This design comes from an exercise in tuning for small area, a short achievable clock period and few clock cycles per item on the open sky130 flow, not from production work. At most, simulation tests tie the RTL to the original design; equivalence was not proved. For runs 2 to 7, only the layout was checked, not whether the RTL still works. Power figures rest on the tool's default switching activity, not on a simulated workload.

===== run.sh =====
#!/bin/bash
# synth_recipe.tcl (not shown) runs the flow's synth.tcl, then flattens the netlist and writes it again
# the make line also repeats each setting of config.mk as NAME=value (left out here)
make -C /OpenROAD-flow-scripts/flow DESIGN_CONFIG=/design/flow/config.mk WORK_HOME=/design/flow/orfs CLKGATE_MAP_FILE= SYNTH_SCRIPT=/design/flow/synth_recipe.tcl finish

===== config.mk =====
export PLATFORM = sky130hd
export DESIGN_NAME = div_iter
export DESIGN_NICKNAME = div_iter
export VERILOG_FILES = /design/flow/design.v
export SDC_FILE = /design/flow/constraint.sdc
export NUM_CORES = 4
export LEC_CHECK = 0
export CAP_MARGIN = 20
export CORE_MARGIN = 2
export CORE_UTILIZATION = 40
export SLEW_MARGIN = 20

===== constraint.sdc =====
create_clock -name core_clock -period 5.0 [get_ports {div_clk}]
set_input_delay 1.0000 -clock core_clock [delete_from_list [all_inputs] [get_ports {div_clk}]]
set_output_delay 1.0000 -clock core_clock [all_outputs]
set_load 0.01 [all_outputs]

===== design.v =====
`timescale 1ns / 1ps
module div_iter (
  input div_clk,
  input resetn,
  input div,
  input div_signed,
  input [31:0] x,
  input [31:0] y,
  output [31:0]s,
  output [31:0] r,
  output reg complete
  );
  wire s_sign;
  wire r_sign;
  wire [31:0] x_abs;
  wire [31:0] y_abs;
  assign s_sign = div_signed ? (x[31] ^ y[31]) : 1'b0;
  assign r_sign = div_signed ? x[31] : 1'b0;
  assign x_abs  = div_signed ? (x[31] ? ~x + 32'd1 : x) : x;
  assign y_abs  = div_signed ? (y[31] ? ~y + 32'd1 : y) : y;
  wire [63:0] op_x_tmp;
  wire [32:0] op_x_high;
  wire        op_x_update;
  wire [32:0] sub_res;
  wire [31:0] r_tmp;
  wire [31:0] s_tmp1;
  reg  [63:0] op_x;
  reg  [32:0] op_y;
  reg  [5:0]  count;
  reg  [31:0] s_tmp;
  always @ ( posedge div_clk )
  begin
    if(!resetn)
    begin
      complete <= 1'b0;
      count    <= 6'd0;
      s_tmp    <= 32'd0;
    end
    else if(div&&!complete)
    begin
      if(count == 6'd0)
      begin
        op_x <= {32'd0,x_abs};
        op_y <= {1'b0,y_abs};
      end
      else if(op_x_update)
      begin
        op_x <= {sub_res,op_x_tmp[30:0]};
      end
      else if(!op_x_update)
        op_x <= op_x_tmp;
      count <= count == 6'd32 ? 6'd0 : count + 6'd1;
      complete <= count == 6'd32 ? 1'b1 : complete;
      s_tmp <= {s_tmp1[31:1],op_x_update};
    end
    else if(complete)
      complete <= 1'b0;
  end
assign s_tmp1 = (count == 6'd0) ? s_tmp : s_tmp << 1;
assign op_x_tmp = (count == 6'd0 || count == 6'd1) ? op_x : op_x << 1;
assign op_x_high = op_x_tmp[63:31];
assign sub_res = op_x_high + ~op_y + 1;
assign op_x_update = ~sub_res[32];
assign r_tmp = complete ? op_x[62:31] : 32'd0;
assign s = div_signed ? (s_sign ? ~s_tmp + 32'd1 : s_tmp) : s_tmp;
assign r = div_signed ? (r_sign ? ~r_tmp + 32'd1 : r_tmp) : r_tmp;
endmodule  

==> out/metrics.cfg, run 1 <==
[global_route]
grt_use_met3_pct=3.59
gr-max-usage-layer=met2
gr-total-overflow=0
grt_pass1_vias=8561
track_usage_pct=20.5
grt_pass1_wl_um=44600
antenna_found_initial=0
grtUsageMet1_pct=30.4
grt_max_degree=58
grt_use_met2_pct=31.1

[timing]
finalSetupViolations=0
fmax_ghz=0.216
tns_ps=0
hold_viol_final=0
period_needed_ps=4630
max_slew_margin_pct=28.5
min_period_over_period_pct=92.5
tightest_slew_ps=1050
finClkSkew_ps=11.5
slew_viol_final=0
grt_setup_unrepaired=false

[power]
p_int_w=0.00255
power_w=0.00387
powerDensity_mw_per_mm2=306
pwr-share-comb_pct=33.7
seq_power_share_pct=35.0
irDropWorstVdd_mv=0.215
leakage_nw=4.71
p_switching_w=0.00132
pwr-share-clk_pct=31.3
p_sw_share_pct=34.2

[clock_tree]
cts-root-buf=clkbuf_16
htreeDepth=4
clk_pin_slew_ps=60
cts_buffers=17
cts_buffer_depth=2
cts.sinks=135
tritoncts=built
clk_latency_ps=420

[yosys]
yosysSeqAreaShare_pct=35.4
ys_async_sr_fraction_pct=0
ys_types=60
ys_seq_elements=135
synth_area_leaders=edfxtp_1, dfxtp_1, nand2_1
netlist_instances=1236
synth_edf_count=96
synthTopCellsByCount=nand2_1, nor2_1, a21oi_1
syn-num-nets=1344
yosysWarnings=1
synth_top_area_cell=edfxtp_1
avgSynthCellArea_um2=8.36
syn_area_mm2=0.0103
yosys_most_used_dff=edfxtp_1
synth_top_cell_area_share_pct=27.9
synth_most_common_cell=nand2_1

[drt]
drtIter0Drc=765
via_per_inst=5.46
detail-route-antenna-nets=0
via_count=9242
drc=0
first_pass_iters=5
wirelength_um=27500
wire_per_inst_um=16.2

[critical_path]
cp-start-kind=flip-flop
critical_path_depth=16
reg2reg_depth=16
crit_type=flip-flop to flip-flop
cp_slowest_cell=a2111oi_0
crit_buf_inv=2
slowest_delay_ps=930
cp_data_arrival_time_ps=4800
crit_fanout=20
cp_data_required_time_ps=5170
cp_top_family=compound AO/OA/AOI/OAI gates
cp-end-kind=flip-flop
cp_cell_sequence=inv_1 -> ha_1 -> nand3b_1 -> and2_4 -> buf_4 -> mux2_2 -> ha_1 -> o211ai_1 -> a21o_1 -> a31o_2 -> a2111oi_0 -> o21a_1 -> a31o_2 -> a21oi_1 -> xnor2_1 -> o2bb2ai_1

[floorplanning]
num_rows=58
core_area_mm2=0.0253
ios=133
dieArea_mm2=0.0271
initial_core_util_pct=40.9
die_w_um=165
fp.dieH_um=165

[run]
maxCapViolations=0

[placement]
place.gp.congestion=0.904
port_buffers=132
place_hpwl_um=20500

[layout]
fill_cells=2466
nets=1459
ff_latch_area_mm2=0.00366
drive_gt1_share_pct=7.84
synthToLayoutAreaGrowth_pct=22.3
antenna_cells=0
utilization_pct=50.0
multi_input_area_mm2=0.00624

[worst_hold_path]
min_path_cells=2
hold_class=flip-flop to flip-flop

[status]
status=timing/DRC/antenna clean

## power groups by stage
stage                     combinational, W  clock [W]  sequential, W
final                              0.00131    0.00121        0.00135
after global routing               0.00145    0.00129        0.00136
after CTS                          0.00129    0.00125        0.00135
after detailed placement           0.00128          0        0.00138
after global placement             0.00127          0        0.00137
after floorplan                   0.000915          0        0.00136
## kinds of logic (layout without fill, tap and decap cells)
kind of cell	count (synthesis)	in the layout	share of synthesized area, %
AO/OA/AOI/OAI	315	315	18.6
XOR/XNOR	135	135	11.4
adder cells (fa/ha/maj)	40	40	4.92
buffers and inverters	117	245	4.48
flip-flops	135	135	35.4
multiplexers	51	51	5.51
AND/OR/NAND/NOR	443	443	19.6
## area by class of cell
class	count	share of cell area, %
multi-input combinational	984	49.4
sequential	135	29.0
timing repair buffer	158	12.3
clock buffer	21	3.82
tap	330	3.27
inverter	55	1.63
clock inverter	11	0.673
## cell usage in the layout, fill, tap and decap left out, types with 24 or more instances in the layout
master / instances
mux2_2: 32
dfxtp_1: 39
a21oi_1: 103
a21boi_0: 32
o21ai_0: 78
nand3_1: 35
nor2_1: 111
xnor2_1: 70
xor2_1: 65
buf_4: 24
edfxtp_1: 96
clkdlybuf4s50_1: 132
inv_1: 55
o31ai_1: 25
nand2_1: 173
ha_1: 39
## worst min-delay path, delay by kind of cell (launching register included)
kind	cells	cell delay, ps
DFF	1	320
and+or+nand+nor	1	50
AOI/OAI and AO/OA	1	60
## layer usage
metal	vias up	part of all wire [%]
met5	-	0
met4	0	1.2
met3	20	5.9
met2	265	43
met1	4309	50
li1	4648	-
## metrics by stage
stage,hold slack (ps),worst slack [ps],std cells,area [µm²]
finish,489,373,1694,12600
global route,524,67.3,1694,12600
CTS,490,158,1693,12600
detailed placement,483,218,1661,12000
global placement,471,299,1661,12000
floorplan,455,437,1236,10300
## flip-flops by register name, indices dropped and copies added, names as in the netlist
register,flops
op_x,64
s_tmp,32
complete,1
op_y,32
count,6
## repair_timing
action / in CTS / in global routing
hold buffers: 0 / 0
gates resized for setup: 0 / 3
setup endpoints to repair: 0 / 13
buffers inserted: 0 / 0
## path summary, 6_finish.rpt
path                     startpoint                     end  slack, ps
max           count[0]$_SDFFE_PN0P_  op_x[60]$_SDFFCE_PP0P_        370
min          s_tmp[31]$_SDFFE_PN0P_  s_tmp[31]$_SDFFE_PN0P_        490
max reg2reg   count[0]$_SDFFE_PN0P_  op_x[60]$_SDFFCE_PP0P_        370
min reg2reg  s_tmp[31]$_SDFFE_PN0P_  s_tmp[31]$_SDFFE_PN0P_        490
Testbench counts, summed over its fixed seeds: cycles 163,192, divs 4,800.
==> run 2, diff against run 1 <==
==> design.v (replaced) <==
`timescale 1ns / 1ps
module div_iter (
  input div_clk,
  input resetn,
  input div,
  input div_signed,
  input [31:0] x,
  input [31:0] y,
  output [31:0] s,
  output [31:0] r,
  output reg complete
  );
  localparam IDLE = 3'd0, ALIGN = 3'd1, ITER = 3'd2, FIX1 = 3'd3, FIX2 = 3'd4;
  reg [2:0]  st;
  reg [31:0] R;
  reg [31:0] Q;
  reg [32:0] D;      
  reg [5:0]  xl;
  reg [5:0]  yl;
  reg [4:0]  cnt;
  reg        xn;     
  reg        sn;     
  reg        yp;     
  reg        sp;     
  wire xneg = div_signed & x[31];
  wire yneg = div_signed & y[31];
  wire [31:0] x_c = xneg ? ~x : x;
  wire [31:0] y_c = yneg ? ~y : y;
  function [5:0] blen;
    input [31:0] v;
    integer i;
    begin
      blen = 6'd0;
      for (i = 0; i < 32; i = i + 1)
        if (v[i]) blen = i + 1;
    end
  endfunction
  wire [5:0] xl_in = blen(x_c);
  wire [5:0] yl_in = blen(y_c) | {5'd0, yneg & ~|y_c};
  wire [6:0] kdiff = {1'b0, xl} - {1'b0, yl};
  wire       q_zero = kdiff[6] & ~(xn & (&kdiff));    
  wire       k_neg = kdiff[6];
  wire       y_zero = (yl == 6'd0) & yp;
  wire [4:0] k = kdiff[4:0];
  wire [32:0] d1 = k[0] ? {D[31:0], yp}         : D;
  wire [32:0] d2 = k[1] ? {d1[30:0], {2{yp}}}   : d1;
  wire [32:0] d3 = k[2] ? {d2[28:0], {4{yp}}}   : d2;
  wire [32:0] d4 = k[3] ? {d3[24:0], {8{yp}}}   : d3;
  wire [32:0] d5 = k[4] ? {d4[16:0], {16{yp}}}  : d4;
  wire [33:0] t = {2'b00, R} + {1'b1, D} + {33'd0, yp};
  wire        qbit = ~t[33];
  wire        special = &t;
  wire [31:0] q_fix = (Q ^ {32{sn}}) + {31'd0, sn ^ sp};
  always @(posedge div_clk) begin
    if (!resetn) begin
      st       <= IDLE;
      complete <= 1'b0;
    end else begin
      complete <= 1'b0;
      case (st)
        IDLE: begin
          if (div) begin
            R  <= x_c;
            D  <= {1'b1, y ^ {32{~yneg}}};
            xl <= xl_in;
            yl <= yl_in;
            xn <= xneg;
            sn <= xneg ^ yneg;
            yp <= ~yneg;
            sp <= 1'b0;
            st <= ALIGN;
          end
        end
        ALIGN: begin
          Q   <= 32'd0;
          cnt <= k;
          if (y_zero) begin
            R        <= x;
            Q        <= sn ? 32'd1 : 32'hffffffff;
            complete <= 1'b1;
            st       <= IDLE;
          end else if (q_zero) begin
            R        <= x;
            complete <= 1'b1;
            st       <= IDLE;
          end else if (k_neg) begin
            st <= FIX1;
          end else begin
            D  <= d5;
            st <= ITER;
          end
        end
        ITER: begin
          if (qbit) R <= t[31:0];
          Q   <= {Q[30:0], qbit};
          cnt <= cnt - 5'd1;
          if (cnt != 5'd0)
            D <= {1'b1, D[32:1]};
          else if (xn)
            st <= FIX1;
          else if (sn)
            st <= FIX2;
          else begin
            complete <= 1'b1;
            st       <= IDLE;
          end
        end
        FIX1: begin
          R  <= special ? 32'd0 : ~R;
          sp <= special;
          if (special | sn)
            st <= FIX2;
          else begin
            complete <= 1'b1;
            st       <= IDLE;
          end
        end
        default: begin
          Q        <= q_fix;
          complete <= 1'b1;
          st       <= IDLE;
        end
      endcase
    end
  end
  assign s = Q;
  assign r = R;
endmodule
--- a/config.mk
+++ b/config.mk
@@ -10,2 +10,3 @@
 export CORE_UTILIZATION = 40
+export SETUP_SLACK_MARGIN = 2.5
 export SLEW_MARGIN = 20
==> run 2 against run 1 <==
  * Still clean
  * Cell area is 48% higher
  * Sequential share of layout area is 9.6 points lower
  * Clock-buffer cell count is 3 lower
  * Critical path type unchanged
  * Largest power group is now combinational cells
==> out/metrics.cfg, run 2 <==
[yosys]
ys_types=82
yosys.area_share.adder_pct=4.34
synth_top_cell_area_share_pct=26.8
synth_edf_count=118
synth_top_family_by_area=compound AO/OA/AOI/OAI gates
avgSynthCellArea_um2=8.01
yosys_most_used_dff=edfxtp_1
netlist_instances=1649
synth_top_area_cell=edfxtp_1
syn_area_mm2=0.0132
synth_xor_area_share_pct=8.62
synth_area_leaders=edfxtp_1, xnor2_1, a21oi_1
synthSimpleGateAreaFrac_pct=20.7
ys_seq_elements=122
synthTopCellsByCount=nand2_1, nor2_1, a21oi_1
yosysWarnings=1
ys_async_sr_fraction_pct=0
synth_compound_area_share_pct=28.3
synth_most_common_cell=nand2_1
syn-num-nets=1761
synth_mux_area_share_pct=5.33
yosysSeqAreaShare_pct=27.4

[drt]
wirelength_um=51500
detail-route-antenna-nets=0
drc=0
via_per_inst=6.14
first_pass_iters=6
via_count=14300
wire_per_inst_um=22.0
drtIter0Drc=1447

[floorplanning]
core_area_mm2=0.0325
num_rows=66
ios=133
die_w_um=186
initial_core_util_pct=40.6
dieArea_mm2=0.0345
fp.dieH_um=186

[clock_tree]
cts_buffers=17
htreeDepth=4
tritoncts=built
cts_hold_buf=0
cts-root-buf=clkbuf_16
cts.sinks=122
clk_latency_ps=440
clk_pin_slew_ps=70
cts_buffer_depth=2

[placement]
place.gp.congestion=0.965
dp.cells=2111
port_buffers=132
place_hpwl_um=33600

[layout]
drive_gt1_share_pct=30.8
multi_input_area_mm2=0.0104
most-common-layout-cells=buf_4, nand2_1, nor2_1
final_cells=2335
fill_cells=2947
top_regs=D x33, Q x32, R x32
final_common_cell=buf_4
ff_latch_area_mm2=0.00362
regMostFlops=D
synthToLayoutAreaGrowth_pct=41.4
utilization_pct=57.4
nets=1991
largest_reg_flops=33

[global_route]
grt_pass1_vias=13100
antenna_found_initial=0
grt_pass1_wl_um=76300
gr-total-overflow=0
grt_max_degree=40
track_usage_pct=28.8

[power]
powerDensity_mw_per_mm2=321
irDropWorstVdd_mv=0.281
power_w=0.00599
leakage_nw=7.21

[critical_path]
cp_cell_sequence=fa_2 -> inv_2 -> fa_2 -> nor2b_4 -> o21ai_2 -> a21oi_2 -> o211ai_2 -> a21oi_2 -> o2111a_2 -> o31a_4 -> or2_4 -> xnor2_2 -> or4_4 -> nor4_4 -> buf_6 -> buf_6 -> buf_12 -> o31ai_1
critical_path_depth=18
reg2reg_depth=18
cp-end-kind=flip-flop
cp_data_arrival_time_ps=4520
cp_top_family=compound AO/OA/AOI/OAI gates
slowest_delay_ps=540
cp_data_required_time_ps=5170
crit_buf_inv=4
crit_type=flip-flop to flip-flop
cp_slowest_cell=or4_4
cp-start-kind=flip-flop
crit_fanout=9

[timing]
finalSetupViolations=0
slew_viol_final=0
grt_setup_unrepaired=true
hold_viol_final=0
period_needed_ps=4350
fmax_ghz=0.230
tns_ps=0
tightest_slew_ps=1050
finClkSkew_ps=14.0
min_period_over_period_pct=87.0
max_slew_margin_pct=29.7

[worst_hold_path]
hold_class=flip-flop to flip-flop
min_path_cells=1

[run]
maxCapViolations=0

[status]
status=timing/DRC/antenna clean

[run 2: cell types whose count changed after synthesis, moves of 29 or more]
cell / before / now
a21oi_1: 103 / 148
clkbuf_1: 54 / 121
a21boi_0: 32 / 2
o21ai_0: 78 / 117
dfxtp_1: 39 / 4
nor2_1: 115 / 151
nor3_1: 20 / 49
o31ai_2: 0 / 31
a22oi_1: 1 / 39
[run 2: worst reg2reg max path: cells and delay by family, from the launching register on]
| kind | cells | cell delay [ps] |
|---|---|---|
| fa+ha+maj | 2 | 640 |
| compound gates | 7 | 1240 |
| flops | 1 | 430 |
| buf+inv | 4 | 480 |
| xor+xnor | 1 | 140 |
| simple gates | 4 | 1170 |
[run 2: cell type report]
class	count	share of cell area, %
multi-input combinational	1350	55.7
sequential	122	19.4
timing repair buffer	348	17.7
tap	442	2.96
clock buffer	18	2.30
inverter	38	0.984
clock inverter	14	0.857
timing repair inverter	2	0.0937
antenna	1	0.0134
[run 2: where the power goes]
part           internal [W]  switching, W
Sequential          0.00132      0.000165
Clock              0.000746      0.000545
Combinational       0.00141       0.00181
[run 2: metrics by stage]
stage | area, µm² | worst slack (ps) | hold WS (ps)
after floorplan | 13800 | 927 | 578
after global placement | 15100 | 746 | 612
after detailed placement | 15100 | 683 | 638
after CTS | 17400 | 784 | 647
after global routing | 18700 | 558 | 671
final | 18700 | 652 | 652
[run 2: worst paths after layout]
path                     from               end  slack (ps)
min reg2reg  cnt[0]$_DFFE_PP_  cnt[0]$_DFFE_PP_         650
max reg2reg      yp$_DFFE_PP_   R[31]$_DFFE_PP_         650
max              yp$_DFFE_PP_   R[31]$_DFFE_PP_         650
min          cnt[0]$_DFFE_PP_  cnt[0]$_DFFE_PP_         650
[run 2: cells by family after synthesis]
family                     Yosys count
AOI/OAI and AO/OA                  544
and+or+nand+nor                    567
adders and majority gates           44
DFF                                122
xor gates and xnor gates           130
muxes                               60
buffers and inverters              182
[run 2: timing repair]
action | CTS | global route
resized for setup | 333 | 190
endpoints found under the setup margin | 229 | 196
gates cloned | 9 | 3
hold endpoints to repair | 0 | 0
pin swaps | 77 | 97
buffers inserted | 120 | 59
[run 2: metal layers]
| metal | track usage, % | part of all wire [%] |
|---|---|---|
| met5 | 0 | 0 |
| met3 | 3.50 | 8.2 |
| met2 | 45.2 | 45 |
| met4 | 9.23 | 3.4 |
| met1 | 41.0 | 43 |
==> run 3, diff against run 2 <==
--- a/config.mk
+++ b/config.mk
@@ -7,2 +7,3 @@
 export LEC_CHECK = 0
+export ABC_CLOCK_PERIOD_IN_PS = 2500
 export CAP_MARGIN = 20
@@ -10,3 +11,2 @@
 export CORE_UTILIZATION = 40
-export SETUP_SLACK_MARGIN = 2.5
 export SLEW_MARGIN = 20
==> run 3 against run 2 <==
  * Die area is the same
  * Via count down 9.2%
  * Total power is 13% lower
  * Critical path depth is 2 lower
  * Utilization shrank 9.9 points
  * Sequential cell count unchanged
  * Highest routed layer unchanged
  * Clock skew decreased by 1.9 ps
  * Clock-buffer cell count decreased by 1
  * Synthesized cell count unchanged
==> out/metrics.cfg, run 3 <==
[layout]
regMostFlops=D
multi_input_area_mm2=0.00895
final_cells=2143
synthToLayoutAreaGrowth_pct=17.1
nets=1800
drive_gt1_share_pct=9.05
top_regs=D x33, Q x32, R x32
fill_cells=3227
antenna_cells=0
ff_latch_area_mm2=0.00362
final_common_cell=nand2_1
largest_reg_flops=33
most-common-layout-cells=nand2_1, nor2_1, a21oi_1

[floorplanning]
core_area_mm2=0.0325
die_w_um=186
ios=133
initial_core_util_pct=40.6
dieArea_mm2=0.0345
fp.dieH_um=186
num_rows=66

[clock_tree]
clk_pin_slew_ps=60
cts_setup_buffers=0
cts-root-buf=clkbuf_16
cts.sinks=122
cts-resized-gates=0
cts_buffers=17
clk_latency_ps=440
cts_hold_buf=0
cts_buffer_depth=2
tritoncts=built
htreeDepth=4

[yosys]
synth_top_cell_area_share_pct=26.8
yosysSeqAreaShare_pct=27.4
synth_most_common_cell=nand2_1
synthTopCellsByCount=nand2_1, nor2_1, a21oi_1
yosys_most_used_dff=edfxtp_1
ys_types=82
ys_async_sr_fraction_pct=0
yosysWarnings=1
netlist_instances=1649
syn-num-nets=1761
syn_area_mm2=0.0132
synth_edf_count=118
synth_area_leaders=edfxtp_1, xnor2_1, a21oi_1
synth_top_area_cell=edfxtp_1
ys_seq_elements=122
avgSynthCellArea_um2=8.01

[drt]
wirelength_um=45300
top_layer=met4
wl_met2_um=20900
via_per_inst=6.07
met3WireLength_um=2520
first_pass_iters=7
via_count=13000
drtIter0Drc=1235
detail-route-antenna-nets=0
wire_per_inst_um=21.1
drc=0
wl_met1_um=20600

[placement]
port_buffers=132
place.gp.congestion=0.931
dp.cells=2111
place_hpwl_um=32700

[worst_hold_path]
min_path_cells=1
hold_class=flip-flop to flip-flop

[timing]
min_period_over_period_pct=90.8
hold_viol_final=0
tns_ps=0
hold_ws_ps=625
slew_viol_final=0
grt_setup_unrepaired=false
tightest_slew_ps=1130
finalSetupViolations=0
finClkSkew_ps=12.1
fmax_ghz=0.220
period_needed_ps=4540
max_slew_margin_pct=24.4

[global_route]
grt_pass1_wl_um=69600
grt_max_degree=71
antenna_found_initial=0
track_usage_pct=26.0
gr-total-overflow=0
grt_pass1_vias=11900

[power]
powerDensity_mw_per_mm2=338
power_w=0.00523
irDropWorstVdd_mv=0.250
leakage_nw=5.64

[critical_path]
cp_data_arrival_time_ps=4700
crit_fanout=35
cp-end-kind=flip-flop
reg2reg_depth=16
crit_type=flip-flop to flip-flop
cp-start-kind=flip-flop
cp_data_required_time_ps=5160

[status]
status=timing/DRC/antenna clean

[run]
maxCapViolations=0

==> run 3: cells by family (layout without fill, tap and decap cells) <==
kind of cell,count (synthesis),in the layout,synth area share [%]
buffers and inverters,182,234,5.35
AO/OA/AOI/OAI,544,544,28.3
flip-flops,122,122,27.4
adder cells (fa/ha/maj),44,44,4.34
XOR/XNOR,130,130,8.62
multiplexers,60,60,5.33
AND/OR/NAND/NOR,567,567,20.7
==> run 3: final timing paths <==
path         slack, ps             start               end
max                460    D[0]$_DFFE_PP_   R[27]$_DFFE_PP_
min                620  cnt[0]$_DFFE_PP_  cnt[0]$_DFFE_PP_
max reg2reg        460    D[0]$_DFFE_PP_   R[27]$_DFFE_PP_
min reg2reg        620  cnt[0]$_DFFE_PP_  cnt[0]$_DFFE_PP_
==> run 3: metrics by stage <==
stage	setup slack, ps	area, µm²	utilization (%)
floorplan	801	13200	-
global placement	584	14900	45.7
detailed placement	502	14900	45.7
CTS	462	15500	47.5
global route	254	15500	47.5
finish	459	15500	47.5
==> run 3: worst max-delay path, stage by stage (launching register included) <==
cell,delay [ps]
edfxtp_1,520
fa_1,480
inv_1,80
fa_1,240
nor2b_4,50
o21ai_2,140
a21oi_2,80
o211ai_2,190
a21oi_2,100
o2111a_2,300
o31a_4,300
or2_4,240
xnor2_1,150
or4_4,570
nor4_4,340
buf_12,300
o311ai_0,160
==> run 3: layout make-up <==
cell class / count / area share, %
clock buffer: 17 / 2.75
clock inverter: 15 / 1.20
inverter: 38 / 0.922
multi-input combinational: 1345 / 57.9
sequential: 122 / 23.4
tap: 442 / 3.57
timing repair buffer: 164 / 10.3
==> run 3: per-layer routing <==
metal	global-route usage, %	vias up
met1	36.0	6191
met2	41.6	508
met5	0	-
li1	-	6234
met3	3.60	85
met4	8.54	0
==> run 3: where the power goes <==
group / switching (W) / internal [W]
clock network: 0.000535 / 0.000793
registers: 0.000192 / 0.00132
logic: 0.00143 / 0.000966
total: 0.00215 / 0.00308
==> run 4, diff against run 3 <==
--- a/design.v
+++ b/design.v
@@ -49,6 +49,40 @@
   wire [32:0] d5 = k[4] ? {d4[16:0], {16{yp}}}  : d4;
-  wire [33:0] t = {2'b00, R} + {1'b1, D} + {33'd0, yp};
+  wire [34:0] pa = {1'b1, D, 1'b0} ^ {2'b00, R, 1'b0};
+  wire [34:0] ga = ({1'b1, D, 1'b0} & {2'b00, R, 1'b0}) | {34'd0, yp};
+  wire [34:0] gl [0:6];
+  wire [34:0] pl [0:6];
+  assign gl[0] = ga;
+  assign pl[0] = pa;
+  genvar l, i;
+  generate
+    for (l = 0; l < 6; l = l + 1) begin : lvl
+      for (i = 0; i < 35; i = i + 1) begin : b_
+        if ((i >> l) & 1) begin : comb
+          assign gl[l+1][i] = gl[l][i] | (pl[l][i] & gl[l][((i >> l) << l) - 1]);
+          assign pl[l+1][i] = pl[l][i] & pl[l][((i >> l) << l) - 1];
+        end else begin : pass
+          assign gl[l+1][i] = gl[l][i];
+          assign pl[l+1][i] = pl[l][i];
+        end
+      end
+    end
+  endgenerate
+  wire [33:0] t = pa[34:1] ^ gl[6][33:0];
   wire        qbit = ~t[33];
   wire        special = &t;
-  wire [31:0] q_fix = (Q ^ {32{sn}}) + {31'd0, sn ^ sp};
+  wire [31:0] qv = Q ^ {32{sn}};
+  wire [32:0] al [0:5];
+  assign al[0] = {qv, sn ^ sp};
+  generate
+    for (l = 0; l < 5; l = l + 1) begin : ilvl
+      for (i = 0; i < 33; i = i + 1) begin : ib_
+        if ((i >> l) & 1) begin : comb
+          assign al[l+1][i] = al[l][i] & al[l][((i >> l) << l) - 1];
+        end else begin : pass
+          assign al[l+1][i] = al[l][i];
+        end
+      end
+    end
+  endgenerate
+  wire [31:0] q_fix = qv ^ al[5][31:0];
   always @(posedge div_clk) begin
@@ -108,12 +142,7 @@
         FIX1: begin
-          R  <= special ? 32'd0 : ~R;
           sp <= special;
-          if (special | sn)
-            st <= FIX2;
-          else begin
-            complete <= 1'b1;
-            st       <= IDLE;
-          end
+          st <= FIX2;
         end
         default: begin
+          if (xn) R <= sp ? 32'd0 : ~R;
           Q        <= q_fix;
==> run 4 against run 3 <==
  * Routed wire length decreased by 7.2%
  * Area after synthesis shrank 9.1%
  * Sequential cell count is the same
  * Via count is 10% lower
  * Critical path type unchanged
  * Utilization is 0.96 points higher
  * Non-clock buffer count up 12
  * Total power decreased by 7.5%
==> out/metrics.cfg, run 4 <==
[status]
status=timing/DRC/antenna clean

[clock_tree]
clk_pin_slew_ps=70
tritoncts=built
cts.sinks=122
cts_buffers=17
htreeDepth=4
cts-root-buf=clkbuf_16
cts_buffer_depth=2
clk_latency_ps=440

[layout]
most-common-layout-cells=nand2_1, clkdlybuf4s50_1, a21oi_1
nets=1643
drive_gt1_share_pct=8.58
antenna_cells=0
top_regs=D x33, Q x32, R x32
synthToLayoutAreaGrowth_pct=19.7
regMostFlops=D
largest_reg_flops=33
final_common_cell=nand2_1
utilization_pct=48.5

[critical_path]
startpoint=R[0]$_DFFE_PP_
crit_top_cell=a21o_1
regToRegEndpoint=sp$_SDFFCE_PN0P_
regToRegStartpoint=R[0]$_DFFE_PP_
slowest_delay_ps=470
cp-start-kind=flip-flop
crit_fanout=4
reg2reg_depth=20
cp_data_arrival_time_ps=4960
cp_top_family=simple AND/OR/NAND/NOR gates
crit_type=flip-flop to flip-flop
crit_buf_inv=0
critical_path_depth=20
cp_cell_sequence=fa_2 -> a21o_1 -> a21o_1 -> a21o_1 -> a21o_1 -> a21oi_2 -> o21ai_2 -> nand4_1 -> a21oi_1 -> a211o_1 -> and2_1 -> nor2_2 -> fa_1 -> nor4_2 -> nand3_1 -> nor4_2 -> nand4_1 -> nor4_1 -> nand4_1 -> nor4_2
endpoint=sp$_SDFFCE_PN0P_
cp-end-kind=flip-flop
cp_data_required_time_ps=5250
cp_slowest_cell=fa_1
rrSetupSlack_ps=290

[floorplanning]
die_w_um=177
fp.dieH_um=177
dieArea_mm2=0.0314
ios=133
num_rows=63
initial_core_util_pct=40.5
core_area_mm2=0.0296

[yosys]
yosysSeqAreaShare_pct=30.2
netlist_instances=1438
synth_most_common_cell=nand2_1
ys_async_sr_fraction_pct=0
avgSynthCellArea_um2=8.35
yosys_most_used_dff=edfxtp_1
synth_area_leaders=edfxtp_1, a21oi_1, xnor2_1
synth_top_cell_area_share_pct=29.5
synthTopCellsByCount=nand2_1, a21oi_1, edfxtp_1, o21ai_0, nor2_1
ys_types=85
synth_edf_count=118
syn_area_mm2=0.0120
ys_seq_elements=122
synth_top_area_cell=edfxtp_1
yosysWarnings=1
syn-num-nets=1556

[global_route]
grt_pass1_wl_um=64300
track_usage_pct=26.6
grt_max_degree=61
antenna_found_initial=0
gr-total-overflow=0
grt_pass1_vias=11000

[worst_hold_path]
hold_class=flip-flop to flip-flop

[drt]
drc=0
first_pass_iters=5
via_per_inst=6.08
wirelength_um=42000
detail-route-antenna-nets=0
wire_per_inst_um=21.8
drtIter0Drc=1095
via_count=11700

[timing]
period_needed_ps=4710
tightest_slew_ps=1030
fmax_ghz=0.212
max_slew_margin_pct=30.8
slew_viol_final=0
finClkSkew_ps=12.9
hold_viol_final=0
min_period_over_period_pct=94.3
finalSetupViolations=0
hold_ws_ps=634

[power]
p_int_w=0.00290
powerDensity_mw_per_mm2=337
p_switching_w=0.00194
pwr-share-clk_pct=26.7
leakage_nw=5.32
p_sw_share_pct=40.2
irDropWorstVdd_mv=0.245
seq_power_share_pct=30.3
pwr-share-comb_pct=43.0

[placement]
place.gp.congestion=0.943
place_hpwl_um=31000
port_buffers=132

[run]
maxCapViolations=0

[run 4: kinds of logic after synthesis]
family,after synthesis,share of synthesized area (%)
xor+xnor,107,7.80
simple gates,472,19.4
flops,122,30.2
fa+ha+maj,50,5.65
compound gates,479,25.6
mux,65,6.56
buf+inv,143,4.80
[run 4: per-layer routing]
metal	track usage, %	share of wire [%]
met1	35.5	44
met2	44.0	48
met3	2.90	4.9
met4	10.4	3.7
met5	0	0
[run 4: repair_timing]
| item | in CTS | in global routing |
|---|---|---|
| setup endpoints to repair | 0 | 1 |
| hold buffers | 0 | 0 |
| setup buffers | 0 | 9 |
| gates resized for setup | 0 | 8 |
[run 4: worst min-delay path by stage]
stage                               endpoint  depth (start not counted)  slack (ps)          startpoint
after floorplan           st[2]$_SDFFE_PN0P_                          2         540  st[0]$_SDFFE_PN0P_
after global placement      cnt[0]$_DFFE_PP_                          1         610    cnt[0]$_DFFE_PP_
after detailed placement     Q[27]$_DFFE_PP_                          2         630     Q[26]$_DFFE_PP_
after CTS                   cnt[0]$_DFFE_PP_                          1         640    cnt[0]$_DFFE_PP_
after global routing          R[2]$_DFFE_PP_                          1         660      R[2]$_DFFE_PP_
final                        Q[27]$_DFFE_PP_                          2         630     Q[26]$_DFFE_PP_
[run 4: metrics by stage]
step	total power (W)	std cells	TNS, ps	setup slack [ps]	cell area (µm²)
CTS	0.00480	1919	0	50.7	14300
global route	0.00509	1928	-66.0	-66.0	14400
finish	0.00484	1928	0	285	14400
detailed placement	0.00350	1887	0	109	13700
floorplan	0.00277	1438	0	427	12000
global placement	0.00350	1887	0	298	13700
[run 4: power groups by stage]
stage	logic, W	clock network [W]	registers, W
after global placement	0.00202	0	0.00148
after CTS	0.00203	0.00130	0.00147
final	0.00208	0.00129	0.00147
after floorplan	0.00132	0	0.00145
after global routing	0.00226	0.00134	0.00148
after detailed placement	0.00201	0	0.00149
[run 4: area by class of cell]
cell class | count | area [µm²]
Clock buffer | 18 | 429
Multi-Input combinational cell | 1173 | 7890
Fill cell | 2905 | 15300
Timing Repair Buffer | 176 | 1650
Clock inverter | 14 | 161
Inverter | 35 | 131
Tap cell | 390 | 488
Sequential cell | 122 | 3620
[run 4: worst register-to-register path: stages (launching register included)]
cell and delay [ps]:
edfxtp_1 440, fa_2 390, a21o_1 160, a21o_1 200
a21o_1 180, a21o_1 200, a21oi_2 200, o21ai_2 110
nand4_1 170, a21oi_1 110, a211o_1 310, and2_1 210
nor2_2 130, fa_1 470, nor4_2 170, nand3_1 130
nor4_2 150, nand4_1 140, nor4_1 250, nand4_1 150
nor4_2 260
==> run 5, diff against run 4 <==
--- a/config.mk
+++ b/config.mk
@@ -11,2 +11,3 @@
 export CORE_UTILIZATION = 40
+export SETUP_SLACK_MARGIN = 2.2
 export SLEW_MARGIN = 20
==> run 5 against run 4 <==
  * Routed wire length grew 14%
  * Critical path type unchanged
  * Global-route usage grew 2.0 points
  * Register-to-register slack gained 130 ps
  * Synthesized cell count is the same
  * Setup slack gained 130 ps
  * Utilization grew 10 points
  * Sequential share of layout area shrank 4.3 points
  * First-iteration DRC count grew 23%
==> out/metrics.cfg, run 5 <==
[placement]
dp.cells=1886
place_hpwl_um=30300
place.gp.congestion=0.974
port_buffers=132

[floorplanning]
num_rows=63
core_area_mm2=0.0296
initial_core_util_pct=40.5
fp.dieH_um=177
ios=133
die_w_um=177
dieArea_mm2=0.0314

[timing]
tightest_slew_ps=964
finClkSkew_ps=10.9
max_slew_margin_pct=35.8
grt_setup_unrepaired=true
min_period_over_period_pct=91.6
finalSetupViolations=0
fmax_ghz=0.218
period_needed_ps=4580
hold_viol_final=0
slew_viol_final=0
tns_ps=0

[clock_tree]
clk_pin_slew_ps=60
cts_buffers=17
cts-root-buf=clkbuf_16
tritoncts=built
clk_latency_ps=440
cts_buffer_depth=2
cts_hold_buf=0
cts.sinks=122
htreeDepth=4

[layout]
most-common-layout-cells=nand2_1, edfxtp_1, buf_4
multi_input_area_mm2=0.00924
nets=1802
regMostFlops=D
largest_reg_flops=33
fill_cells=2560
final_common_cell=nand2_1
drive_gt1_share_pct=28.9
antenna_cells=0
ff_latch_area_mm2=0.00363
top_regs=D x33, Q x32, R x32
final_cells=2087
synthToLayoutAreaGrowth_pct=44.3

[critical_path]
cp-start-kind=flip-flop
cp_slowest_cell=edfxtp_1
crit_buf_inv=0
cp_data_required_time_ps=5250
cp_top_family=simple AND/OR/NAND/NOR gates
cp_cell_sequence=ha_1 -> a21o_1 -> a21o_1 -> a21o_1 -> a21o_1 -> a21oi_2 -> o21ai_4 -> nand4_1 -> a21oi_2 -> a211o_1 -> and2_4 -> nor2_4 -> fa_1 -> nor4_1 -> nand3_1 -> nor4_2 -> nand4_1 -> nor4_2 -> nand4_1 -> nor4_1
crit_top_cell=a21o_1
crit_fanout=4
crit_type=flip-flop to flip-flop
cp-end-kind=flip-flop
slowest_delay_ps=500
cp_data_arrival_time_ps=4830

[yosys]
yosys_most_used_dff=edfxtp_1
avgSynthCellArea_um2=8.35
synth_most_common_cell=nand2_1
synth_top_cell_area_share_pct=29.5
ys_async_sr_fraction_pct=0
syn_area_mm2=0.0120
synth_edf_count=118
synth_area_leaders=edfxtp_1, a21oi_1, xnor2_1
syn-num-nets=1556
ys_seq_elements=122
yosysWarnings=1
yosysSeqAreaShare_pct=30.2
synthTopCellsByCount=nand2_1, a21oi_1, edfxtp_1, o21ai_0, nor2_1
netlist_instances=1438
ys_types=85
synth_top_area_cell=edfxtp_1

[drt]
wire_per_inst_um=22.9
via_per_inst=6.22
wirelength_um=47800
via_count=13000
detail-route-antenna-nets=0
drtIter0Drc=1350
drc=0
first_pass_iters=6

[global_route]
grt_max_degree=65
antenna_found_initial=0
grt_pass1_wl_um=69300
track_usage_pct=28.6
gr-total-overflow=0
grt_pass1_vias=11900

[status]
status=timing/DRC/antenna clean

[run]
maxCapViolations=0

[power]
powerDensity_mw_per_mm2=339
irDropWorstVdd_mv=0.251
leakage_nw=6.62

[worst_hold_path]
hold_class=flip-flop to flip-flop

==> run 5: cell counts after synthesis <==
Identical to the previous run, type by type.
==> run 5: area by class of cell <==
cell class	instances	area share, %
inverter	35	0.866
multi-input combinational	1180	53.3
clock buffer	18	2.48
tap	390	2.82
timing repair buffer	328	18.5
sequential	122	20.9
clock inverter	14	1.05
==> run 5: final timing paths <==
kind                          from          endpoint  slack, ps  depth (start not counted)
hold / removal    cnt[0]$_DFFE_PP_  cnt[0]$_DFFE_PP_        630                          1
setup reg to reg    D[6]$_DFFE_PP_  sp$_SDFFCE_PN0P_        420                         20
setup / recovery    D[6]$_DFFE_PP_  sp$_SDFFCE_PN0P_        420                         20
hold reg to reg   cnt[0]$_DFFE_PP_  cnt[0]$_DFFE_PP_        630                          1
==> run 5: per-layer routing <==
metal  vias to the layer above  part of all wire, %  wire [µm]  global-route usage, %
met5                         -                    0          0                      0
met4                         0                  5.6       2660                   14.7
met3                       161                  7.6       3650                   3.91
met2                       673                   47      22300                   45.6
met1                      6219                   40      19200                   37.8
li1                       5928                    -          -                      -
==> run 5: logic make-up (layout without fill, tap and decap cells) <==
kind of cell / Yosys count / count (layout) / synth area share [%]
AO/OA/AOI/OAI: 479 / 482 / 25.6
AND/OR/NAND/NOR: 472 / 474 / 19.4
buffers and inverters: 143 / 395 / 4.80
flip-flops: 122 / 122 / 30.2
XOR/XNOR: 107 / 109 / 7.80
multiplexers: 65 / 65 / 6.56
adder cells (fa/ha/maj): 50 / 50 / 5.65
==> run 5: worst register-to-register path, stage by stage (launching register included) <==
cell and delay [ps]:
edfxtp_1 500, ha_1 270, a21o_1 180, a21o_1 170, a21o_1 210, a21o_1 200, a21oi_2 190, o21ai_4 100
nand4_1 140, a21oi_2 90, a211o_1 260, and2_4 160, nor2_4 100, fa_1 450, nor4_1 210, nand3_1 150
nor4_2 230, nand4_1 180, nor4_2 240, nand4_1 160, nor4_1 240
==> run 5: repair_timing <==
action / CTS / global route
pin swaps: 76 / 92
buffers inserted: 100 / 58
endpoints found under the setup margin: 188 / 166
cloned: 7 / 4
endpoints found under the hold margin: 0 / 0
resized for setup: 245 / 232
==> run 5: per-stage QoR <==
| stage | hold slack (ps) | setup WS (ps) | utilization [%] | power, W | instance area, µm² |
|---|---|---|---|---|---|
| after floorplan | 539 | 806 | - | 0.00281 | 12200 |
| after global placement | 611 | 306 | 46.5 | 0.00351 | 13800 |
| after detailed placement | 621 | 205 | 46.5 | 0.00351 | 13800 |
| after CTS | 628 | 567 | 54.0 | 0.00530 | 16000 |
| after global routing | 648 | 285 | 58.5 | 0.00609 | 17300 |
| final | 626 | 420 | 58.5 | 0.00587 | 17300 |
==> run 5: report_power, final <==
part / total (W) / internal (W) / leakage (nW) / switching (W)
combinational: 0.00307 / 0.00140 / 5.19 / 0.00167
clock: 0.00133 / 0.000796 / 0.294 / 0.000538
sequential: 0.00147 / 0.00131 / 1.14 / 0.000161
==> run 6, diff against run 5 <==
--- a/config.mk
+++ b/config.mk
@@ -7,3 +7,3 @@
 export LEC_CHECK = 0
-export ABC_CLOCK_PERIOD_IN_PS = 2500
+export ABC_CLOCK_PERIOD_IN_PS = 1500
 export CAP_MARGIN = 20
@@ -11,3 +11,2 @@
 export CORE_UTILIZATION = 40
-export SETUP_SLACK_MARGIN = 2.2
 export SLEW_MARGIN = 20
==> run 6 against run 5 <==
  * Setup slack worse by 130 ps
  * Register-to-register slack got worse by 130 ps
  * Clock power decreased by 3%
  * First-iteration DRC count is 19% lower
  * Synthesized cell count unchanged
  * Fmax decreased by 2.9%
  * Sequential power hardly changed
  * Global-route usage decreased by 2.0 points
  * Routed wire length down 12%
  * Total power is 18% lower
  * Cell count down 7.6%
  * Via count decreased by 9.7%
  * Largest cell class unchanged
==> out/metrics.cfg, run 6 <==
[yosys]
ys_async_sr_fraction_pct=0
yosysSeqAreaShare_pct=30.2
avgSynthCellArea_um2=8.35
yosys_most_used_dff=edfxtp_1
synth_top_cell_area_share_pct=29.5
synth_area_leaders=edfxtp_1, a21oi_1, xnor2_1
synth_edf_count=118
ys_seq_elements=122
yosysWarnings=1
netlist_instances=1438
synthTopCellsByCount=nand2_1, a21oi_1, edfxtp_1, o21ai_0, nor2_1
syn_area_mm2=0.0120
synth_most_common_cell=nand2_1
syn-num-nets=1556
ys_types=85
synth_top_area_cell=edfxtp_1

[clock_tree]
cts_buffers=17
htreeDepth=4
clk_pin_slew_ps=70
tritoncts=built
cts_hold_buf=0
cts_buffer_depth=2
clk_latency_ps=440
cts-root-buf=clkbuf_16
cts.sinks=122

[power]
leakage_nw=5.32
irDropWorstVdd_mv=0.245
power_w=0.00484
powerDensity_mw_per_mm2=337

[drt]
drc=0
detail-route-antenna-nets=0
wirelength_um=42000
drtIter0Drc=1095
first_pass_iters=5
wire_per_inst_um=21.8
via_count=11700
via_per_inst=6.08

[global_route]
track_usage_pct=26.6
antenna_found_initial=0
grt_pass1_vias=11000
gr-total-overflow=0
grt_pass1_wl_um=64300
grt_max_degree=61

[timing]
finClkSkew_ps=12.9
fmax_ghz=0.212
tightest_slew_ps=1030
fin_ws_ps=285
hold_viol_final=0
min_period_over_period_pct=94.3
slew_viol_final=0
tns_ps=0
finalSetupViolations=0
max_slew_margin_pct=30.8
period_needed_ps=4710

[layout]
drive_gt1_share_pct=8.58
largest_reg_flops=33
stdcell_area_mm2=0.0144
regMostFlops=D
nets=1643
most-common-layout-cells=nand2_1, clkdlybuf4s50_1, a21oi_1
top_regs=D x33, Q x32, R x32
antenna_cells=0
final_cells=1928
final_common_cell=nand2_1
synthToLayoutAreaGrowth_pct=19.7

[floorplanning]
num_rows=63
die_w_um=177
ios=133
dieArea_mm2=0.0314
core_area_mm2=0.0296
fp.dieH_um=177
initial_core_util_pct=40.5

[worst_hold_path]
hold_start=Q[26]$_DFFE_PP_
min_delay_worst_endpoint=Q[27]$_DFFE_PP_
hold_class=flip-flop to flip-flop
min_path_cells=2

[placement]
place_area_mm2=0.0137
port_buffers=132
place_ws_ps=109
place_hpwl_um=31000
dp.cells=1887
place.gp.congestion=0.943

[run]
maxCapViolations=0

[critical_path]
cp-start-kind=flip-flop
regToRegStartpoint=R[0]$_DFFE_PP_
crit_fanout=4
rrSetupSlack_ps=290
crit_top_cell=a21o_1
cp_cell_sequence=fa_2 -> a21o_1 -> a21o_1 -> a21o_1 -> a21o_1 -> a21oi_2 -> o21ai_2 -> nand4_1 -> a21oi_1 -> a211o_1 -> and2_1 -> nor2_2 -> fa_1 -> nor4_2 -> nand3_1 -> nor4_2 -> nand4_1 -> nor4_1 -> nand4_1 -> nor4_2
cp-end-kind=flip-flop
reg2reg_depth=20
regToRegEndpoint=sp$_SDFFCE_PN0P_
cp_slowest_cell=fa_1
cp_data_arrival_time_ps=4960
slowest_delay_ps=470
crit_type=flip-flop to flip-flop
cp_data_required_time_ps=5250

[status]
status=timing/DRC/antenna clean

## run 6: how the worst max path moves through the flow
| stage | from | end | depth (start not counted) |
|---|---|---|---|
| finish | R[0]$_DFFE_PP_ | sp$_SDFFCE_PN0P_ | 20 |
| global route | R[0]$_DFFE_PP_ | sp$_SDFFCE_PN0P_ | 20 |
| CTS | R[0]$_DFFE_PP_ | sp$_SDFFCE_PN0P_ | 20 |
| detailed placement | R[0]$_DFFE_PP_ | sp$_SDFFCE_PN0P_ | 20 |
| global placement | D[0]$_DFFE_PP_ | sp$_SDFFCE_PN0P_ | 20 |
| floorplan | D[0]$_DFFE_PP_ | sp$_SDFFCE_PN0P_ | 20 |
## run 6: cell families after synthesis
kind of cell / after synthesis / share of synthesized area, %
muxes: 65 / 6.56
DFF: 122 / 30.2
xor gates and xnor gates: 107 / 7.80
AOI/OAI and AO/OA: 479 / 25.6
adders and majority gates: 50 / 5.65
and+or+nand+nor: 472 / 19.4
buffers and inverters: 143 / 4.80
## run 6: timing repair
item                       CTS  global route
setup endpoints to repair    0             1
setup buffers                0             9
gates resized for setup      0             8
## run 6: power by group
| group | switching, W | total, W | internal (W) |
|---|---|---|---|
| clock | 0.000547 | 0.00129 | 0.000747 |
| combinational | 0.00124 | 0.00208 | 0.000842 |
| sequential | 0.000159 | 0.00147 | 0.00131 |
## run 6: stage by stage
step                util [%]  hold slack (ps)
floorplan                  -              539
global placement        46.2              607
detailed placement      46.2              631
CTS                     48.2              644
global route            48.5              664
finish                  48.5              634
## run 6: layer usage
layer | vias up | track usage, % | wire [µm]
met3 | 67 | 2.90 | 2080
met2 | 398 | 44.0 | 20100
met5 | - | 0 | 0
met4 | 0 | 10.4 | 1540
li1 | 5602 | - | -
met1 | 5649 | 35.5 | 18300
## run 6: cell type report
class                           count  area [µm²]
Fill cell                        2905       15300
Multi-Input combinational cell   1173        7890
Sequential cell                   122        3620
Timing Repair Buffer              176        1650
Tap cell                          390         488
Clock buffer                       18         429
Clock inverter                     14         161
Inverter                           35         131
## run 6: worst max-delay path: cells and delay by family, from the launching register on
| family | cells | cell delay [ps] |
|---|---|---|
| fa+ha+maj | 2 | 850 |
| simple gates | 10 | 1760 |
| flops | 1 | 440 |
| compound gates | 8 | 1470 |
==> run 7, diff against run 6 <==
--- a/config.mk
+++ b/config.mk
@@ -7,3 +7,3 @@
 export LEC_CHECK = 0
-export ABC_CLOCK_PERIOD_IN_PS = 1500
+export ABC_CLOCK_PERIOD_IN_PS = 1000
 export CAP_MARGIN = 20
==> run 7 against run 6 <==
  * Register-to-register slack hardly changed
  * Cell area stayed put
  * Via count stayed put
  * Sequential power hardly changed
==> out/metrics.cfg, run 7 <==
[critical_path]
cp_slowest_cell=fa_1
cp_data_arrival_time_ps=4960
slowest_delay_ps=470
crit_type=flip-flop to flip-flop
crit_top_cell=a21o_1
crit_fanout=4
cp-end-kind=flip-flop
crit_buf_inv=0
cp_data_required_time_ps=5250
cp_top_family=simple AND/OR/NAND/NOR gates
cp_cell_sequence=fa_2 -> a21o_1 -> a21o_1 -> a21o_1 -> a21o_1 -> a21oi_2 -> o21ai_2 -> nand4_1 -> a21oi_1 -> a211o_1 -> and2_1 -> nor2_2 -> fa_1 -> nor4_2 -> nand3_1 -> nor4_2 -> nand4_1 -> nor4_1 -> nand4_1 -> nor4_2
cp-start-kind=flip-flop

[layout]
regMostFlops=D
fill_cells=2905
final_common_cell=nand2_1
drive_gt1_share_pct=8.58
antenna_cells=0
nets=1643
largest_reg_flops=33
synthToLayoutAreaGrowth_pct=19.7
stdcell_area_mm2=0.0144
top_regs=D x33, Q x32, R x32
most-common-layout-cells=nand2_1, clkdlybuf4s50_1, a21oi_1
utilization_pct=48.5

[drt]
drtIter0Drc=1095
via_count=11700
detail-route-antenna-nets=0
drc=0
wirelength_um=42000
first_pass_iters=5
via_per_inst=6.08
wire_per_inst_um=21.8

[global_route]
grt_pass1_wl_um=64300
track_usage_pct=26.6
grt_pass1_vias=11000
gr-total-overflow=0
grt_max_degree=61
antenna_found_initial=0

[clock_tree]
tritoncts=built
cts_buffer_depth=2
cts_hold_buf=0
clk_pin_slew_ps=70
clk_latency_ps=440
htreeDepth=4
cts-root-buf=clkbuf_16
cts_buffers=17
cts.sinks=122

[placement]
place_hpwl_um=31000
port_buffers=132
place.gp.congestion=0.943
place_ws_ps=109
place_area_mm2=0.0137

[power]
p_switching_w=0.00194
leakage_nw=5.32
pwr-share-clk_pct=26.7
p_int_w=0.00290
powerDensity_mw_per_mm2=337
seq_power_share_pct=30.3
pwr-share-comb_pct=43.0
p_sw_share_pct=40.2
irDropWorstVdd_mv=0.245

[timing]
finClkSkew_ps=12.9
hold_viol_final=0
fmax_ghz=0.212
finalSetupViolations=0
fin_ws_ps=285
min_period_over_period_pct=94.3
hold_ws_ps=634
max_slew_margin_pct=30.8
tightest_slew_ps=1030
period_needed_ps=4710
slew_viol_final=0

[floorplanning]
num_rows=63
die_w_um=177
ios=133
fp.dieH_um=177
core_area_mm2=0.0296
initial_core_util_pct=40.5
dieArea_mm2=0.0314

[yosys]
syn-num-nets=1556
ys_types=85
ys_async_sr_fraction_pct=0
synth_area_leaders=edfxtp_1, a21oi_1, xnor2_1
netlist_instances=1438
syn_area_mm2=0.0120
synth_top_area_cell=edfxtp_1
yosysSeqAreaShare_pct=30.2
avgSynthCellArea_um2=8.35
yosysWarnings=1
ys_seq_elements=122
synthTopCellsByCount=nand2_1, a21oi_1, edfxtp_1, o21ai_0, nor2_1
synth_top_cell_area_share_pct=29.5
yosys_most_used_dff=edfxtp_1
synth_most_common_cell=nand2_1
synth_edf_count=118

[status]
status=timing/DRC/antenna clean

[run]
maxCapViolations=0

[worst_hold_path]
hold_class=flip-flop to flip-flop

==> run 7: cell counts after synthesis <==
No cell type changed its count.
==> run 7: power by group through the flow <==
stage / Combinational, W / Clock, W / Sequential, W
2_1_floorplan: 0.00132 / 0 / 0.00145
3_3_place_gp: 0.00202 / 0 / 0.00148
3_5_place_dp: 0.00201 / 0 / 0.00149
4_1_cts: 0.00203 / 0.00130 / 0.00147
5_1_grt: 0.00226 / 0.00134 / 0.00148
6_report: 0.00208 / 0.00129 / 0.00147
==> run 7: metrics by stage <==
| step | power [W] | setup TNS [ps] | instances |
|---|---|---|---|
| floorplan | 0.00277 | 0 | 1438 |
| global placement | 0.00350 | 0 | 1887 |
| detailed placement | 0.00350 | 0 | 1887 |
| CTS | 0.00480 | 0 | 1919 |
| global route | 0.00509 | -66.0 | 1928 |
| finish | 0.00484 | 0 | 1928 |
==> run 7: area by class of cell <==
class / count / area (µm²) / share of cell area [%]
clock inverter: 14 / 161 / 1.12
timing repair buffer: 176 / 1650 / 11.5
tap: 390 / 488 / 3.39
multi-input combinational: 1173 / 7890 / 54.9
clock buffer: 18 / 429 / 2.99
sequential: 122 / 3620 / 25.2
inverter: 35 / 131 / 0.914
==> run 7: path summary, 6_finish.rpt <==
path / depth (start not counted) / slack, ps / start / end
worst min register to register: 2 / 630 / Q[26]$_DFFE_PP_ / Q[27]$_DFFE_PP_
worst max register to register: 20 / 290 / R[0]$_DFFE_PP_ / sp$_SDFFCE_PN0P_
worst max-delay path: 20 / 290 / R[0]$_DFFE_PP_ / sp$_SDFFCE_PN0P_
worst min-delay path: 2 / 630 / Q[26]$_DFFE_PP_ / Q[27]$_DFFE_PP_
==> run 7: cells by family after synthesis <==
logic type                 after synthesis  share of synthesized area, %
muxes                                   65                          6.56
xor gates and xnor gates               107                          7.80
adders and majority gates               50                          5.65
and+or+nand+nor                        472                          19.4
DFF                                    122                          30.2
AOI/OAI and AO/OA                      479                          25.6
buffers and inverters                  143                          4.80
==> run 7: tightest hold or removal path: stages, from the launching register on <==
cell      delay, ps
edfxtp_1        390
a21oi_1          80
o21ai_0          60
==> run 7: metal layers <==
layer | vias up | share of wire, % | global-route usage [%]
met1 | 5649 | 44 | 35.5
li1 | 5602 | - | -
met4 | 0 | 3.7 | 10.4
met2 | 398 | 48 | 44.0
met3 | 67 | 4.9 | 2.90
met5 | - | 0 | 0
==> run 7: what timing repair did <==
item / CTS / global route
resized for setup: 0 / 8
setup endpoints to repair: 0 / 1
buffers inserted: 0 / 9
==> run 8, diff against run 7 <==
--- a/design.v
+++ b/design.v
@@ -13,2 +13,3 @@
   localparam IDLE = 3'd0, ALIGN = 3'd1, ITER = 3'd2, FIX1 = 3'd3, FIX2 = 3'd4;
+  genvar l, i;
   reg [2:0]  st;
@@ -17,5 +18,3 @@
   reg [32:0] D;      
-  reg [5:0]  xl;
-  reg [5:0]  yl;
-  reg [4:0]  cnt;
+  reg [5:0]  cnt;    
   reg        xn;     
@@ -23,2 +22,3 @@
   reg        yp;     
+  reg        yz;     
   reg        sp;     
@@ -26,25 +26,25 @@
   wire yneg = div_signed & y[31];
-  wire [31:0] x_c = xneg ? ~x : x;
-  wire [31:0] y_c = yneg ? ~y : y;
+  wire [31:0] x_c = x ^ {32{xneg}};
+  wire [31:0] y_c = y ^ {32{yneg}};
   function [5:0] blen;
     input [31:0] v;
-    integer i;
+    integer j;
     begin
       blen = 6'd0;
-      for (i = 0; i < 32; i = i + 1)
-        if (v[i]) blen = i + 1;
+      for (j = 0; j < 32; j = j + 1)
+        if (v[j]) blen = j + 1;
     end
   endfunction
-  wire [5:0] xl_in = blen(x_c);
-  wire [5:0] yl_in = blen(y_c) | {5'd0, yneg & ~|y_c};
+  wire [5:0] xl = blen(x_c);
+  wire [5:0] yl = blen(y_c) | {5'd0, yneg & ~|y_c};
   wire [6:0] kdiff = {1'b0, xl} - {1'b0, yl};
-  wire       q_zero = kdiff[6] & ~(xn & (&kdiff));    
-  wire       k_neg = kdiff[6];
-  wire       y_zero = (yl == 6'd0) & yp;
-  wire [4:0] k = kdiff[4:0];
-  wire [32:0] d1 = k[0] ? {D[31:0], yp}         : D;
-  wire [32:0] d2 = k[1] ? {d1[30:0], {2{yp}}}   : d1;
-  wire [32:0] d3 = k[2] ? {d2[28:0], {4{yp}}}   : d2;
-  wire [32:0] d4 = k[3] ? {d3[24:0], {8{yp}}}   : d3;
-  wire [32:0] d5 = k[4] ? {d4[16:0], {16{yp}}}  : d4;
+  wire [6:0] kq    = {1'b0, xl} + {6'd0, xneg} - {1'b0, yl};
+  wire [4:0]  k  = cnt[4:0] & {5{~cnt[5]}};
+  wire        yf = ~yneg;
+  wire [32:0] d0 = {1'b1, y ^ {32{yf}}};
+  wire [32:0] d1 = k[0] ? {d0[31:0], yf}        : d0;
+  wire [32:0] d2 = k[1] ? {d1[30:0], {2{yf}}}   : d1;
+  wire [32:0] d3 = k[2] ? {d2[28:0], {4{yf}}}   : d2;
+  wire [32:0] d4 = k[3] ? {d3[24:0], {8{yf}}}   : d3;
+  wire [32:0] d5 = k[4] ? {d4[16:0], {16{yf}}}  : d4;
   wire [34:0] pa = {1'b1, D, 1'b0} ^ {2'b00, R, 1'b0};
@@ -55,3 +55,2 @@
   assign pl[0] = pa;
-  genvar l, i;
   generate
@@ -96,11 +95,15 @@
           if (div) begin
-            R  <= x_c;
-            D  <= {1'b1, y ^ {32{~yneg}}};
-            xl <= xl_in;
-            yl <= yl_in;
-            xn <= xneg;
-            sn <= xneg ^ yneg;
-            yp <= ~yneg;
-            sp <= 1'b0;
-            st <= ALIGN;
+            R   <= x;
+            Q   <= 32'd0;
+            cnt <= kdiff[5:0];
+            xn  <= xneg;
+            sn  <= xneg ^ yneg;
+            yp  <= ~yneg;
+            yz  <= ~|y;
+            sp  <= 1'b0;
+            if (kq[6]) begin
+              complete <= 1'b1;
+              st       <= IDLE;
+            end else
+              st <= ALIGN;
           end
@@ -108,19 +111,16 @@
         ALIGN: begin
-          Q   <= 32'd0;
-          cnt <= k;
-          if (y_zero) begin
-            R        <= x;
-            Q        <= sn ? 32'd1 : 32'hffffffff;
-            complete <= 1'b1;
-            st       <= IDLE;
-          end else if (q_zero) begin
-            R        <= x;
-            complete <= 1'b1;
-            st       <= IDLE;
-          end else if (k_neg) begin
+          R <= x_c;
+          D <= d5;
+          if (yz) begin
+            Q <= 32'hffffffff;
+            if (sn)
+              st <= FIX2;
+            else begin
+              complete <= 1'b1;
+              st       <= IDLE;
+            end
+          end else if (cnt[5])
             st <= FIX1;
-          end else begin
-            D  <= d5;
+          else
             st <= ITER;
-          end
         end
@@ -129,4 +129,4 @@
           Q   <= {Q[30:0], qbit};
-          cnt <= cnt - 5'd1;
-          if (cnt != 5'd0)
+          cnt <= cnt - 6'd1;
+          if (cnt != 6'd0)
             D <= {1'b1, D[32:1]};
--- a/config.mk
+++ b/config.mk
@@ -7,3 +7,2 @@
 export LEC_CHECK = 0
-export ABC_CLOCK_PERIOD_IN_PS = 1000
 export CAP_MARGIN = 20
@@ -11,2 +10,3 @@
 export CORE_UTILIZATION = 40
+export SETUP_SLACK_MARGIN = 1.5
 export SLEW_MARGIN = 20
==> run 8 against run 7 <==
  * Now fails the layout checks on setup timing
  * Register-to-register slack got worse by 390 ps
  * First-iteration DRC count fell by 14%
  * Non-clock buffer count rose by 172
  * Sequential share of layout area fell by 3.9 points
  * Sequential power fell by 11%
  * Combinational power rose by 2%
  * Cell count rose by 8.0%
  * Via count rose by 2.0%
  * Global-route usage fell by 2.5 points
  * Critical path type unchanged
==> out/metrics.cfg, run 8 <==
[layout]
most-common-layout-cells=a21oi_1, buf_4, nand2_1
largest_reg_flops=33
top_regs=D x33, Q x32, R x32
synthToLayoutAreaGrowth_pct=33.9
nets=1820
final_common_cell=a21oi_1
final_cells=2083
drive_gt1_share_pct=21.3
antenna_cells=0
utilization_pct=54.5
stdcell_area_mm2=0.0156
fill_cells=2702
regMostFlops=D

[yosys]
synth_most_common_cell=a21oi_1
synth_edf_count=108
yosysWarnings=1
synth_top_area_cell=edfxtp_1
syn_area_mm2=0.0117
synth_top_cell_area_share_pct=27.8
ys_types=75
syn-num-nets=1577
synthTopCellsByCount=a21oi_1, nand2_1, nor2_1
netlist_instances=1451
synth_area_leaders=edfxtp_1, a21oi_1, xnor2_1
ys_seq_elements=112
yosysSeqAreaShare_pct=28.5
avgSynthCellArea_um2=8.05
ys_async_sr_fraction_pct=0
yosys_most_used_dff=edfxtp_1

[timing]
fmax_ghz=0.196
period_needed_ps=5110
hold_viol_final=0
finClkSkew_ps=17.6
max_slew_margin_pct=34.6
grt_setup_unrepaired=true
min_period_over_period_pct=102
hold_ws_ps=588
finalSetupViolations=1
fin_ws_ps=-109
slew_viol_final=0
tightest_slew_ps=979

[clock_tree]
cts-root-buf=clkbuf_16
cts.sinks=112
clk_pin_slew_ps=80
tritoncts=built
cts_buffer_depth=2
cts_buffers=9
clk_latency_ps=370
htreeDepth=3

[critical_path]
crit_type=flip-flop to flip-flop
cp_data_required_time_ps=5210
cp_data_arrival_time_ps=5320
cp-end-kind=flip-flop
cp_cell_sequence=fa_2 -> a21o_1 -> a21o_1 -> a21oi_2 -> o21ai_2 -> a21oi_4 -> o41ai_4 -> a41oi_2 -> o21ai_2 -> o31a_1 -> o21ai_2 -> nor2b_4 -> fa_2 -> nor4_2 -> buf_4 -> nand4_1 -> nor4_1 -> nand4_1 -> nor4_2 -> nand4_1 -> nor3_2 -> and4_4
cp_slowest_cell=fa_2
crit_fanout=2
cp-start-kind=flip-flop
slowest_delay_ps=500
reg2reg_depth=22

[drt]
first_pass_iters=8
via_per_inst=5.74
drtIter0Drc=937
met3WireLength_um=1970
top_layer=met5
drc=0
wl_met1_um=17400
via_count=12000
wirelength_um=38100
wire_per_inst_um=18.3
wl_met2_um=17900
detail-route-antenna-nets=0

[status]
status=failed layout checks
violations=setup timing

[global_route]
track_usage_pct=24.1
gr-total-overflow=0
grt_pass1_vias=11100
grt_max_degree=48
antenna_found_initial=1
grt_pass1_wl_um=59500

[floorplanning]
fp.dieH_um=175
num_rows=62
dieArea_mm2=0.0306
initial_core_util_pct=40.7
core_area_mm2=0.0287
die_w_um=175
ios=133

[placement]
place_area_mm2=0.0144
place.gp.congestion=0.908
port_buffers=132
dp.cells=2020
place_hpwl_um=27700

[power]
pwr-share-comb_pct=51.2
leakage_nw=6.00
p_int_w=0.00253
irDropWorstVdd_mv=0.229
p_sw_share_pct=39.0
seq_power_share_pct=31.8
p_switching_w=0.00161
pwr-share-clk_pct=17.0
powerDensity_mw_per_mm2=265

[worst_hold_path]
hold_class=flip-flop to flip-flop
min_path_cells=2

[run]
maxCapViolations=0

==> run 8: cell count changes in the layout (fill, tap and decap cells not counted), moves of 18 or more <==
| cell | previous run | this run |
|---|---|---|
| a21oi_1 | 130 | 187 |
| a221o_1 | 29 | 8 |
| a22oi_1 | 22 | 4 |
| buf_4 | 44 | 171 |
| buf_6 | 0 | 43 |
| clkdlybuf4s50_1 | 132 | 103 |
| mux2i_1 | 45 | 21 |
| nor2_1 | 109 | 136 |
| o21ai_0 | 118 | 71 |
==> run 8: worst max-delay path, delay by kind of cell, from the launching register on <==
family | cells | cell delay, ps
adders and majority gates | 2 | 900
buffers and inverters | 1 | 150
DFF | 1 | 430
and+or+nand+nor | 9 | 1690
AOI/OAI and AO/OA | 10 | 1770
==> run 8: power groups by stage <==
stage / logic (W) / clock network, W / registers, W
3_5_place_dp: 0.00187 / 0 / 0.00134
5_1_grt: 0.00231 / 0.000742 / 0.00133
4_1_cts: 0.00201 / 0.000714 / 0.00132
2_1_floorplan: 0.00116 / 0 / 0.00133
3_3_place_gp: 0.00185 / 0 / 0.00134
6_report: 0.00212 / 0.000706 / 0.00131
==> run 8: path summary, 6_finish.rpt <==
| kind | endpoint | slack, ps | from |
|---|---|---|---|
| max | sp$_SDFFCE_PN0P_ | -110 | D[0]$_DFFE_PP_ |
| min | D[3]$_DFFE_PP_ | 590 | D[4]$_DFFE_PP_ |
| max reg2reg | sp$_SDFFCE_PN0P_ | -110 | D[0]$_DFFE_PP_ |
| min reg2reg | D[3]$_DFFE_PP_ | 590 | D[4]$_DFFE_PP_ |
==> run 8: through the flow <==
stage	setup WS (ps)	TNS [ps]	total power, W
2_1_floorplan	438	0	0.00249
3_3_place_gp	-800	-2390	0.00318
3_5_place_dp	-846	-2600	0.00321
4_1_cts	-44.8	-44.8	0.00404
5_1_grt	-301	-390	0.00438
6_report	-109	-109	0.00414
==> run 8: area by class of cell <==
type	count	area (µm²)	share of cell area, %
Multi-Input combinational cell	1188	8280	52.9
Sequential cell	112	3320	21.3
Timing Repair Buffer	348	3140	20.1
Tap cell	384	480	3.07
Clock buffer	10	229	1.46
Inverter	35	136	0.872
Clock inverter	6	45.0	0.288
==> run 8: cells by family (layout without fill, tap and decap cells) <==
| logic type | count (synthesis) | count (layout) | synth area share (%) |
|---|---|---|---|
| buf+inv | 151 | 399 | 4.93 |
| xor+xnor | 127 | 127 | 9.53 |
| compound gates | 469 | 469 | 24.5 |
| simple gates | 492 | 492 | 20.0 |
| mux | 42 | 42 | 5.76 |
| fa+ha+maj | 58 | 58 | 6.86 |
| flops | 112 | 112 | 28.5 |
==> run 8: repair_timing <==
item                                    CTS  global route
endpoints found under the setup margin   69            51
resized for setup                       159            54
pin swaps                                65            46
endpoints found under the hold margin     0             0
hold buffers                              0             0
buffers inserted                         31            14
gates cloned                              0             2
==> run 8: layer usage <==
metal  vias to the layer above  track usage [%]
met1                      5726             33.7
li1                       5844                -
met3                        50             2.74
met5                         -                0
met2                       333             39.4
met4                         2             6.70
Testbench counts of run 8, summed over its fixed seeds: cycles 37,988, divs 4,800.

port drivers added, routing unchanged:
In the flow no input, the clock included, has a driving cell. The finished layouts below were timed again as built, in two steps. Step 1, drivers: a clkbuf_16 drives div_clk and a buf_2 each remaining input, both assumed. Step 2, shift: input delay + t, output delay - t, t = (earliest + latest rising clock arrival at the registers) / 2. This alone moves slack from input paths to output paths. Slacks: no drivers / after step 1 / after step 2; pairs: no drivers / after step 1.
run | t, ns | setup slack, ns | worst setup path at the end | clock arrival spread, ns | worst register clock-pin slew, ns
run 1 | 0.461 | 0.373 / 0.359 / 0.373 | register to register | 0.012 / 0.012 | 0.07 / 0.07
run 2 | 0.484 | 0.652 / 0.652 / 0.652 | register to register | 0.014 / 0.014 | 0.07 / 0.07
run 3 | 0.485 | 0.459 / 0.459 / 0.459 | register to register | 0.015 / 0.014 | 0.07 / 0.07
run 4 | 0.477 | 0.285 / 0.285 / 0.285 | register to register | 0.013 / 0.013 | 0.07 / 0.07
run 5 | 0.483 | 0.420 / 0.420 / 0.420 | register to register | 0.012 / 0.011 | 0.07 / 0.07
run 6 | 0.477 | 0.285 / 0.285 / 0.285 | register to register | 0.013 / 0.013 | 0.07 / 0.07
run 7 | 0.477 | 0.285 / 0.285 / 0.285 | register to register | 0.013 / 0.013 | 0.07 / 0.07
run 8 | 0.406 | -0.109 / -0.109 / -0.206 | input to register | 0.018 / 0.018 | 0.09 / 0.09
For run 8, which loses most, drivers alone change the setup slack by 0.000 ns; drivers and shift together by -0.097 ns.
